This is an optimization exercise on Yosys and OpenROAD, whose aim is small area and a short achievable clock period, not a production implementation.
Function was checked by simulation only, so behaviour that the tests miss may differ from the original.
Power is estimated from default activity; no workload was simulated.

## top
module top(rst,clk,acc,rom_addr,rom_data,ram_we,ram_waddr,ram_wdata);
For scale: ~2300 flip-flops, ~67 I/O pins, ~110000 µm² of cells after synthesis.
Settings: LEC_CHECK=0, CAP_MARGIN=45, CORE_MARGIN=2, CORE_UTILIZATION=45, CTS_CLUSTER_DIAMETER=100, CTS_CLUSTER_SIZE=22, PLACE_DENSITY=0.6, SLEW_MARGIN=45, SYNTH_HIERARCHICAL=1; clock period 20.0 ns.
standard.sh (not shown) runs the stock make flow with config.mk's settings and CLKGATE_MAP_FILE= SYNTH_SCRIPT=/design/flow/synth_recipe.tcl, a recipe that flattens the netlist after the stock synthesis.
==> flow/flow/run.sh <==
#!/bin/bash
# The standard layout, with two changes: timing repair aims past the clock
# period, so that the resizer works on the paths that set the achieved period;
# and the port buffers are plain buffers (sky130_fd_sc_hd__buf_4) that the
# resizer may size, instead of the delay cells buffer_ports picks by itself.
set -euo pipefail
export SETUP_SLACK_MARGIN=11
export TNS_END_PERCENT=100
export BUFFER_PORTS_ARGS="-buffer_cell sky130_fd_sc_hd__buf_4"
bash standard.sh > flow_standard.log 2>&1
Change:
--- a/flow/design.v
+++ b/flow/design.v
@@ -52,19 +52,18 @@
 endmodule
 module top(rst,clk,acc,rom_addr,rom_data,ram_we,ram_waddr,ram_wdata);
 output [7:0] acc;
 input rst,clk;
 output [15:0] rom_addr;
 input [23:0] rom_data;
 output ram_we;
 output [7:0] ram_waddr;
 output [7:0] ram_wdata;
-reg [5:0] s3sel;
 reg [10:0] brf;
 reg [20:0] opf;
 reg [7:0] Rs, Rd;
 reg [17:0] f_source0;
 reg [16:0] f_dest0;
 reg [5:0] f_ctrl1;
 reg [1:0] f_op_len;
 reg [17:0] source1;
 reg [16:0] dest1;
@@ -683,25 +682,28 @@
 	wire [7:0] opnd = operand;
 	assign SP = {SPH, 8'b0};
 	assign DPTR = {DPH, DPL};
 	wire c_in  = PSW[7];
 	wire ac_in = PSW[6];
 	assign nop_alu = (des[16:15] == 2'b11);
 	wire s_sfr = src[17] & src[16];
 	wire s_imm = src[17] & src[15];
 	always @(*) begin
-		sfrv = ({8{s3sel[0]}} & ACC) | ({8{s3sel[1]}} & B) | ({8{s3sel[2]}} & PSW) |
-		       ({8{s3sel[3]}} & DPL) | ({8{s3sel[4]}} & DPH) | ({8{s3sel[5]}} & SPH);
+		case (src[12:8])
+			5'b10000: sfrv = ACC;
+			5'b01000: sfrv = B;
+			5'b11000: sfrv = PSW;
+			5'b00010: sfrv = DPL;
+			5'b00011: sfrv = DPH;
+			5'b00111: sfrv = SPH;
+			default:  sfrv = 8'b0;
+		endcase
 	end
-	always@(posedge clk)
-		if (rst) s3sel <= 6'b0;
-		else s3sel <= {source2[12:8] == 5'b00111, source2[12:8] == 5'b00011, source2[12:8] == 5'b00010,
-		               source2[12:8] == 5'b11000, source2[12:8] == 5'b01000, source2[12:8] == 5'b10000};
 	wire [7:0] sv = s_sfr ? sfrv : s_imm ? src[7:0] : opnd;
 	wire ts_a  = (src[12:11] == 2'b10);
 	wire ts_b  = (src[12:11] == 2'b01);
 	wire ts_p  = (src[12:11] == 2'b11);
 	wire ts_lo = (src[12:11] == 2'b00);
 	wire ts_dl = ts_lo & (src[10:8] == 3'b010);
 	wire ts_dh = ts_lo & (src[10:8] == 3'b011);
 	wire ts_sh = ts_lo & (src[10:8] == 3'b111);
 	wire ts_pc = ts_lo & ((src[10:8] == 3'b100) | (src[10:8] == 3'b101) | (src[10:8] == 3'b110));
@@ -930,21 +932,19 @@
 		brf[7]  <= (ctrl2 == 6'b100111) || (ctrl2 == 6'b110000) || (ctrl2 == 6'b110001) || (ctrl2 == 6'b110010);
 		brf[8]  <= (ctrl2 == 6'b110001) || (ctrl2 == 6'b110010);
 		brf[9]  <= ctrl2 == 6'b110000;
 		brf[10] <= ctrl2 == 6'b101000;
 	end
 	wire ne_r = (opnd != des[7:0]);
 	wire lt_r = (opnd < des[7:0]);
 	wire ne_i = (ACC != src[7:0]);
 	wire lt_i = (ACC < src[7:0]);
-	wire ne_sfr = (s3sel[1] & (ACC != B)) | (s3sel[2] & (ACC != PSW)) | (s3sel[3] & (ACC != DPL)) |
-	              (s3sel[4] & (ACC != DPH)) | (s3sel[5] & (ACC != SPH)) | (~(|s3sel) & (|ACC));
-	wire ne_b = s_sfr ? ne_sfr : (ACC != opnd);
+	wire ne_b = (ACC != bval);
 	wire lt_b = (ACC < bval);
 	wire cj_ne = brf[8] ? ne_r : brf[9] ? ne_i : ne_b;
 	wire cj_lt = brf[8] ? lt_r : brf[9] ? lt_i : lt_b;
 	wire acc_nz = |ACC;
 	always @(*) begin
 		bv_nr = v & (|brf[7:0] | brf[10]);
 		bt_nr = v & ((brf[0] & ~acc_nz) | (brf[1] & acc_nz) | (brf[2] & c_in) | (brf[3] & ~c_in) |
 		             ((brf[4] | brf[6]) & bitv) | (brf[5] & ~bitv) | (brf[7] & cj_ne) | (brf[10] & (bval != 8'h01)));
 		dd_branch = 8'b0;
Wire length is higher slightly. Count of clock-buffer cells in the layout does not change. Setup slack hardly moves. Non-clock buffer count is higher by 44. Die area is lower slightly. Final area hardly moves. Hold slack barely changes. Clock power is about the same.

PW:
Another version of the RTL of top (not shown whole).
For scale: ~8,000 cells after synthesis, ~67 I/O pins.
clock: 20.0 ns
lec_check: 0
cap_margin: 45
core_margin: 2
core_utilization: 45
cts_cluster_diameter: 100
cts_cluster_size: 22
place_density: 0.6
slew_margin: 45
synth_hierarchical: 1
==> flow/flow/run.sh <==
#!/bin/bash
# The standard layout, with two changes: timing repair aims past the clock
# period, so that the resizer works on the paths that set the achieved period;
# and the port buffers are plain buffers (sky130_fd_sc_hd__buf_4) that the
# resizer may size, instead of the delay cells buffer_ports picks by itself.
set -euo pipefail
export SETUP_SLACK_MARGIN=12
export TNS_END_PERCENT=100
export BUFFER_PORTS_ARGS="-buffer_cell sky130_fd_sc_hd__buf_4"
bash standard.sh > flow_standard.log 2>&1
Input-level comparison between MS and PW:
diff --git a/flow/design.v b/flow/design.v
--- a/flow/design.v
+++ b/flow/design.v
@@ -175,28 +175,28 @@
   if (rst)              begin source2 <= 18'b0; dest2 <= 17'b0; end
   else if (!stall_addr) begin source2 <= source1; dest2 <= dest1; end
   if (rst) begin source3 <= 18'b0; dest3 <= 17'b0; end
   else     begin source3 <= source2; dest3 <= dest2; end
   if (rst) begin source4 <= 18'b0; dest4 <= 17'b0; end
   else     begin source4 <= source3; dest4 <= dest3; end
   if (!stall_addr) ctrl2 <= ctrl1;
   ctrl3 <= ctrl2;
 end
 assign acc = ACC;
 wire wb_dst_ram = dest4[16] && !dest4[15] && dest4[14];
 wire ram_write = !rst && !nop4 && wb_dst_ram;
-wire [7:0] ram_write_addr = (!rst && wb_dst_ram) ? dest4[7:0] : 8'b0;
+wire [7:0] ram_write_addr = dest4[7:0];
 wire [7:0] ram_write_data = (source4[17] && !source4[16] && source4[15]) ? source4[7:0] : data;
 rst_gate #(1) ram_we_gate(rst, !nop4 && wb_dst_ram, ram_we);
-rst_gate #(8) ram_waddr_gate(rst, wb_dst_ram ? dest4[7:0] : 8'b0, ram_waddr);
+assign ram_waddr = ram_write_addr;
 assign ram_wdata = ram_write_data;
 always@(*)
 begin
         casex (f0)
           8'bxxx1_0001  : f_op_len = 2'h2;
           8'bxxx0_0001   : f_op_len = 2'h2;
           8'b1011_1xxx : f_op_len = 2'h3;
           8'b1101_1xxx : f_op_len = 2'h2;
           8'b1010_1xxx : f_op_len = 2'h2;
           8'b0111_1xxx : f_op_len = 2'h2;
           8'b1000_1xxx : f_op_len = 2'h2;
           8'b1011_011x : f_op_len = 2'h3;
- The run showing the greater internal cell power is MS.
- Per the comparison of MS with PW, total placed instance area lost 600 um2; count of fill cells added during filler insertion picked up an extra 1.7%; met3 layer wire length in the routed design shows a reduction of 9.0%; highest cell delay on the worst timing path moved down; part of the total power dissipated in the clock network went down.
- After synthesis and placement, the instance count of MS is below that of PW.
- Comparing leakage power for MS and PW, the bigger number came from PW.
- On share of post-route cells with drive strength above 1: MS sits below PW.

port drivers added, routing unchanged:
The flow's constraints put no driver on any port. The routed layouts listed below were extracted and timed again, unchanged, in two steps. Step 1: set_driving_cell puts a clkbuf_16 on clk and a buf_2 on each other input, an assumption about the parent block. Step 2 adds t to the input delays and takes it off the output delays; t is the mean of the earliest and latest rising clock arrival at the registers after step 1. Input paths then give back, and output paths get back, about the clock's delay inside the block. Three values: ideal, step 1, step 2; two values: the first two.
run | shift t [ns] | slack for setup (ns) | worst setup path at the end | clock arrival spread, ns
the first run of note 1 | 0.907 | 11.059 / 10.963 / 10.902 | input to register | 0.094 / 0.094
the second run of note 1 | 0.912 | 11.059 / 10.945 / 10.401 | input to register | 0.078 / 0.079
PW | 0.903 | 11.476 / 11.145 / 11.145 | input to output | 0.065 / 0.065
MS | 0.908 | 11.475 / 11.241 / 11.236 | input to register | 0.080 / 0.079
After both steps every run listed still meets setup and hold. For the second run of note 1, which loses most, drivers alone change the setup slack by -0.114 ns; drivers and shift together by -0.658 ns.
